Context: an optimization exercise on an open-source flow, tuned for small area and a short achievable clock period. The choices shown serve that exercise and are no tape-out recipe.
In this exercise RTL edits were held to simulation tests only and were not proved equivalent to the original.

==> build 54 <==
Design nord10_arith, start of the top module:
module nord10_arith (
	input		clk,
	input [15:0]	AA,
	input [15:0]	BB,
	input [31:0]	MIR,
	input [3:0]	S,
	input		ARM,
	input [2:0]	SL,
	input [3:0]	LEV,
	input		AAKL,
	input		BAKL,
	input		ACKL,
	input		BCKL,
	input		SHKL,
	input [1:0]	ASHS,
	input [1:0]	BSHS,
	input		SKL,
	input		STSRD,
	input		WSHC,
	input		SHCKL,
	output [15:0]	ASUM,
	output [15:0]	BSUM,
	output		ACR16,
	output		BCR16,
	output		AZERO,
	output		BZERO,
	output [15:0]	IB_STS,
	output [7:0]	STS,
	output		TERM,
	output [5:0]	SHC,
	output		ACR0,
	output		BCR0,
	output		ASHX,
	output		ASHM,
	output		BSHX,
	output		BSHM,
	output		ASH0,
	output		ASH15,
	output		BSH0,
	output		BSH15,
	output		BSH6,
	output		AC0,
	output		AC15,
	output		BC0,
	output		BC15
);
clock: 16.0 ns
lec_check: 0
cap_margin: 20
core_margin: 2
core_utilization: 40
place_density: 0.6
slew_margin: 20
run.sh (not shown) runs the stock make flow with config.mk's settings and CLKGATE_MAP_FILE= SYNTH_SCRIPT=/design/flow/synth_recipe.tcl, a recipe that flattens the netlist after the stock synthesis.
==> inputs of trial 50, as changes to build 54 <==
==> flow/design.v (replaced) <==
`timescale 1ns / 1ps
`default_nettype none
module status(
	input		clk,
	input [1:0]	CRSEL,
	input [31:0]	MIR,
	input		ACR16,
	input		BCR16,
	input [3:0]	LEV,
	input [7:0]	BSUM7_0,
	input		SKL,	 
	input		ASH15,
	input		BSH15,
	input		BC15,
	input		ASH0,
	input		BSH0,
	input		BSH6,
	input		STSRD,
	input		BAKL,
	input		WSHC,
	input		SHCKL,
	output [15:0]	IB_ut,
	output		TERM,
	output [5:0]	SHC,
	output		ASHM,
	output reg	BSHM,
	output		ASHX,
	output		BSHX,
	output [7:0]	STS,
	output		ACR0,
	output		BCR0
);
	wire [7:0]	DST = BSUM7_0;	 
	wire		M, C;
	reg [5:0] shcnt;
	always @(posedge clk) begin
		if (WSHC && SHCKL)
			shcnt <= BSUM7_0[5:0];
		else if (~TERM && SHCKL) begin
			if (shcnt[5])
				shcnt <= shcnt + 1;
			else
				shcnt <= shcnt - 1;
		end
	end
	assign SHC = shcnt;
	wire x_zero = ~|SHC;
	reg x_term;
	always @(*) begin
		casez ({MIR[3:2], BSH15})
		3'b00?: x_term = 0;	 
		3'b010: x_term = C;	 
		3'b011: x_term = ~C;	 
		3'b100: x_term = 0;	 
		3'b101: x_term = 1;	 
		3'b11?: x_term = BSH6;	 
		endcase
	end
	assign TERM = x_zero | x_term;
	reg [7:0]	rSTS[15:0];
	always @(posedge clk)
		if (SKL)
			rSTS[LEV] <= DST;
	assign STS = rSTS[LEV];
	reg [7:0] x_stff;
	always @(posedge clk) begin
		if (SKL)
			x_stff[7:2] <= STS[7:2];
		if (BAKL)
			x_stff[1:0] <= STS[1:0];
	end
	assign IB_ut = STSRD ? { 8'b0, x_stff } : 16'b0;
	assign C = x_stff[6], M = x_stff[7];
	assign ACR0 = ~CRSEL[0] ? 0 : CRSEL[1] ? 1 : C;
	assign BCR0 = MIR[31] ? ACR16 : ACR0;
	reg x_19d7, x_19d9, x_16d9;
	wire x_13d4, x_13d7;
	always @(*) begin	 
		case (MIR[14:13])
		2'b00: begin
			x_19d7 = 1'b0;
			x_19d9 = ASH15;
			BSHM = BSH15;
			x_16d9 = 0;
		end
		2'b01: begin
			x_19d7 = BSH15;
			x_19d9 = ASH0;
			BSHM = x_13d4;
			x_16d9 = x_13d7;
		end
		2'b10: begin
			x_19d7 = 1'b0;
			x_19d9 = 1'b0; 
			BSHM = 1'b0;
			x_16d9 = 1'b0;
		end
		2'b11: begin
			x_19d7 = M;
			x_19d9 = M;
			BSHM = M;
			x_16d9 = M;
		end
		endcase
	end
	assign x_13d4 = MIR[12] ? ASH0 : BSH0;
	assign x_13d7 = MIR[12] ? BSH15 : ASH15;
	assign BSHX = MIR[12] ? ASH15 : x_19d7;
	assign ASHM = MIR[12] ? BSH0 : x_19d9;
	reg x_10d5;
	always @(*) begin
		case ({ BC15, BCR16})
		2'b00: x_10d5 = 1'b0;
		2'b01: x_10d5 = ASH0;
		2'b10: x_10d5 = ASH0;
		2'b11: x_10d5 = 1'b1;
		endcase
	end
	assign ASHX = MIR[1] ? x_10d5 : x_16d9;
endmodule
`timescale 1ns / 1ps
`default_nettype none
module arithmetic (
	input			clk,
	input			C,
	input [15:0]		AA,
	input [15:0]		BCOM,	 
	input			ACKL,
	input			AKL,
	input [1:0]		SHS,
	input			SHKL,
	input			SHM,
	input			SHX,
	input [2:0]		SL,
	input [3:0]		S,
	input			M,
	input			BC15,
	input			BC0,
	output			SH6,
	output			AC15,
	output			AC0,
	output			ZERO,
	output			SH15,
	output			SH0,
	output 			CO,
	output [15:0]		SUM
);
	reg [15:0]	A, AC, SH;
	always @(posedge clk) begin
		if (SHKL) begin
			if (&SHS)
				SH <= SUM;
			else if (SHS[0])
				SH <= { SH[14:0], SHX };
			else if (SHS[1])
				SH <= { SHM, SH[15:1] };
		end
	end
	assign SH15 = SH[15];
	assign SH6 = SH[6];
	assign SH0 = SH[0];
	always @(posedge clk)
		if (AKL)
			A <= AA;
	wire sl1 = SL == 3'o1;
	wire sl3 = SL == 3'o3;
	wire sl4 = SL == 3'o4;
	wire sl5 = SL == 3'o5;
	wire [15:0] B = BCOM | ({16{sl1}} & SH) | ({16{sl3}} & AC) |
		({16{sl4}} & { BC0, AC[15:1] }) |
		({16{sl5}} & { AC[14:0], BC15 });
	reg [3:0] t;
	always @(*) begin
		case ({ M, S })
		5'o20: t = 4'b0101;	 
		5'o21: t = 4'b0111;	 
		5'o22: t = 4'b1101;	 
		5'o23: t = 4'b0000;	 
		5'o24: t = 4'b0001;	 
		5'o25: t = 4'b0011;	 
		5'o26: t = 4'b1001;	 
		5'o27: t = 4'b1101;	 
		5'o30: t = 4'b0100;	 
		5'o31: t = 4'b0110;	 
		5'o32: t = 4'b1100;	 
		5'o33: t = 4'b1110;	 
		5'o34: t = 4'b0000;	 
		5'o35: t = 4'b0010;	 
		5'o36: t = 4'b1000;	 
		5'o37: t = 4'b1010;	 
		default: t = { S[1], ~S[1], S[0], ~S[0] };
		endcase
	end
	wire logic1 = M & (S == 4'o3);
	wire [3:0] t0 = t | {4{logic1}};
	wire xs0 = ~S[0] & ~M;
	wire xs1 = ~S[1] & ~M;
	wire cin = ~M & S[2] & (S[3] | C);
	wire [15:0] X = (A & {16{xs1}}) | (~A & {16{xs0}});
	wire [15:0] g = B & X;
	wire [15:0] p = B | X;
	wire [15:0] Y;
	genvar i;
	generate
	for (i = 0; i < 16; i = i + 1) begin : yb
		wire [3:0] tt = (i == 0) ? t0 : t;
		wire y0 = A[i] ? tt[2] : tt[0];
		wire y1 = A[i] ? tt[3] : tt[1];
		assign Y[i] = B[i] ? y1 : y0;
	end
	endgenerate
	wire [15:0] gg [0:4];
	wire [15:0] pp [0:4];
	assign gg[0] = g;
	assign pp[0] = p;
	genvar k;
	generate
	for (k = 0; k < 4; k = k + 1) begin : lv
		for (i = 0; i < 16; i = i + 1) begin : bt
			if (i & (1 << k)) begin : m
				localparam integer j = ((i >> k) << k) - 1;
				assign gg[k+1][i] = gg[k][i] | (pp[k][i] & gg[k][j]);
				assign pp[k+1][i] = pp[k][i] & pp[k][j];
			end else begin : n
				assign gg[k+1][i] = gg[k][i];
				assign pp[k+1][i] = pp[k][i];
			end
		end
	end
	endgenerate
	wire [16:0] c;
	assign c[0] = cin;
	assign c[16:1] = gg[4] | (pp[4] & {16{cin}});
	assign SUM = Y ^ c[15:0];
	assign CO = c[16];
	assign ZERO = ~|SUM;
	always @(posedge clk)
		if (ACKL)
			AC <= SUM;
	assign AC15 = AC[15];
	assign AC0 = AC[0];
endmodule
`timescale 1ns / 1ps
`default_nettype none
module nord10_arith (
	input		clk,
	input [15:0]	AA,
	input [15:0]	BB,
	input [31:0]	MIR,
	input [3:0]	S,
	input		ARM,
	input [2:0]	SL,
	input [3:0]	LEV,
	input		AAKL,
	input		BAKL,
	input		ACKL,
	input		BCKL,
	input		SHKL,
	input [1:0]	ASHS,
	input [1:0]	BSHS,
	input		SKL,
	input		STSRD,
	input		WSHC,
	input		SHCKL,
	output [15:0]	ASUM,
	output [15:0]	BSUM,
	output		ACR16,
	output		BCR16,
	output		AZERO,
	output		BZERO,
	output [15:0]	IB_STS,
	output [7:0]	STS,
	output		TERM,
	output [5:0]	SHC,
	output		ACR0,
	output		BCR0,
	output		ASHX,
	output		ASHM,
	output		BSHX,
	output		BSHM,
	output		ASH0,
	output		ASH15,
	output		BSH0,
	output		BSH15,
	output		BSH6,
	output		AC0,
	output		AC15,
	output		BC0,
	output		BC15
);
	wire [1:0]	CRSEL = S[3:2];	 
	wire [15:0] SHCX = { {10{SHC[5]}}, SHC };
	wire [15:0] BH = 16'b1 << MIR[15:12];
	wire [15:0] BCOM = ({16{SL == 3'o0}} & SHCX) |
		({16{SL == 3'o2}} & BH) | ({16{SL == 3'o7}} & BB);
	status status (.clk(clk),
		.CRSEL(CRSEL), .MIR(MIR), .ACR16(ACR16), .BCR16(BCR16),
		.LEV(LEV), .BSUM7_0(BSUM[7:0]), .SKL(SKL),
		.ASH0(ASH0), .ASH15(ASH15),
		.BSH0(BSH0), .BSH6(BSH6), .STSRD(STSRD),
		.BSH15(BSH15), .BC15(BC15), .BAKL(BAKL), .WSHC(WSHC),
		.SHCKL(SHCKL),
		.TERM(TERM),
		.SHC(SHC), .ASHX(ASHX), .ASHM(ASHM), .IB_ut(IB_STS),
		.BSHM(BSHM), .BSHX(BSHX), .STS(STS), .ACR0(ACR0), .BCR0(BCR0));
	wire		BSH6_unused_a;
	arithmetic ar_b(.clk(clk),
		.C(BCR0), .AA(AA), .BCOM(BCOM), .ACKL(BCKL), .AKL(BAKL),
		.SHS(BSHS), .SHKL(SHKL), .SHM(BSHM),
		.SHX(BSHX), .SL(SL), .S(S), .M(ARM), .BC15(AC15),
		.BC0(AC0),
		.AC15(BC15), .AC0(BC0), .ZERO(BZERO), .SH6(BSH6),
		.SH15(BSH15), .SH0(BSH0), .CO(BCR16), .SUM(BSUM));
	arithmetic ar_a(.clk(clk),
		.C(ACR0), .AA(AA), .BCOM(BCOM), .ACKL(ACKL), .AKL(AAKL),
		.SHS(ASHS), .SHKL(SHKL), .SHM(ASHM),
		.SHX(ASHX), .SL(SL), .S(S), .M(ARM), .BC15(BC0),
		.BC0(BC0),
		.AC15(AC15), .AC0(AC0), .ZERO(AZERO), .SH6(BSH6_unused_a),
		.SH15(ASH15), .SH0(ASH0), .CO(ACR16), .SUM(ASUM));
endmodule
==> flow_summary.json <==
{
  "wire_per_inst_um": 24.6,
  "use_met1_pct": 32.0,
  "avgViaCountPerCell": 6.00,
  "p_per_area_nw_per_um2": 122,
  "yosysMostFrequentCell": "edfxtp_1",
  "status": "finished clean",
  "layout.nonclk_buf_share_pct": 9.38,
  "r2r_start": "status.shcnt[5]$_DFFE_PP_",
  "clock_area_share_pct": 5.37,
  "grt_util_met2_pct": 35.4,
  "fin_nets": 1324,
  "post-route-min-period_ns": 12.21,
  "holdWs_ns": 0.599,
  "final.clkbuf_count": 28,
  "dieHeight_um": 191,
  "r2r_slack_ns": 10.66,
  "drt-initial-drc-count": 951
}
the above is filed under trial 50

==> flow_summary.json <==
{
  "grt_use_total_pct": 37.3,
  "avgViaCountPerCell": 6.74,
  "fin_nets": 3520,
  "dieHeight_um": 260,
  "muxShareOfSynthArea_pct": 7.47,
  "wire_per_inst_um": 31.4,
  "r2r_start": "ar_a.SH[0]$_DFFE_PP_",
  "post-route-min-period_ns": 15.84,
  "p_per_area_nw_per_um2": 113,
  "final.clkbuf_count": 36,
  "status": "finished clean",
  "yosys-top-cells-count": "302 x nor2_1, 239 x edfxtp_1, 239 x nand2_1",
  "postCtsSetupBuffers": 0,
  "clock_area_share_pct": 3.22,
  "grt_util_met2_pct": 57.4,
  "use_met1_pct": 46.9,
  "yosysMostFrequentCell": "nor2_1",
  "holdWs_ns": 0.605,
  "r2r_slack_ns": 7.26
}
the above is filed under build 54

==> static timing again, ports no longer ideal <==
Ports are ideal in the flow. The routed layouts listed here were re-timed in OpenROAD. Step 1 assumes that a clkbuf_16 drives the clock port and a buf_2 every other input. Step 2, shift: input delay + t, output delay - t, t = (earliest + latest rising clock arrival at the registers) / 2. This alone moves slack from input paths to output paths. Slacks: no drivers / after step 1 / after step 2; pairs: no drivers / after step 1.
run | shift t [ns] | setup WS [ns] | hold slack, ns | worst setup path at the end | worst register clock-pin slew, ns
build 54 | 0.666 | 0.164 / 0.133 / 0.133 | 0.605 / 0.605 / 0.605 | input to output | 0.07 / 0.07
trial 50 | 0.598 | 3.791 / 3.766 / 3.766 | 0.599 / 0.599 / 0.599 | input to output | 0.06 / 0.06
After both steps every run listed still meets setup and hold. The setup slack of build 54, which loses most, moves by -0.031 ns with the drivers and by -0.031 ns with both steps.
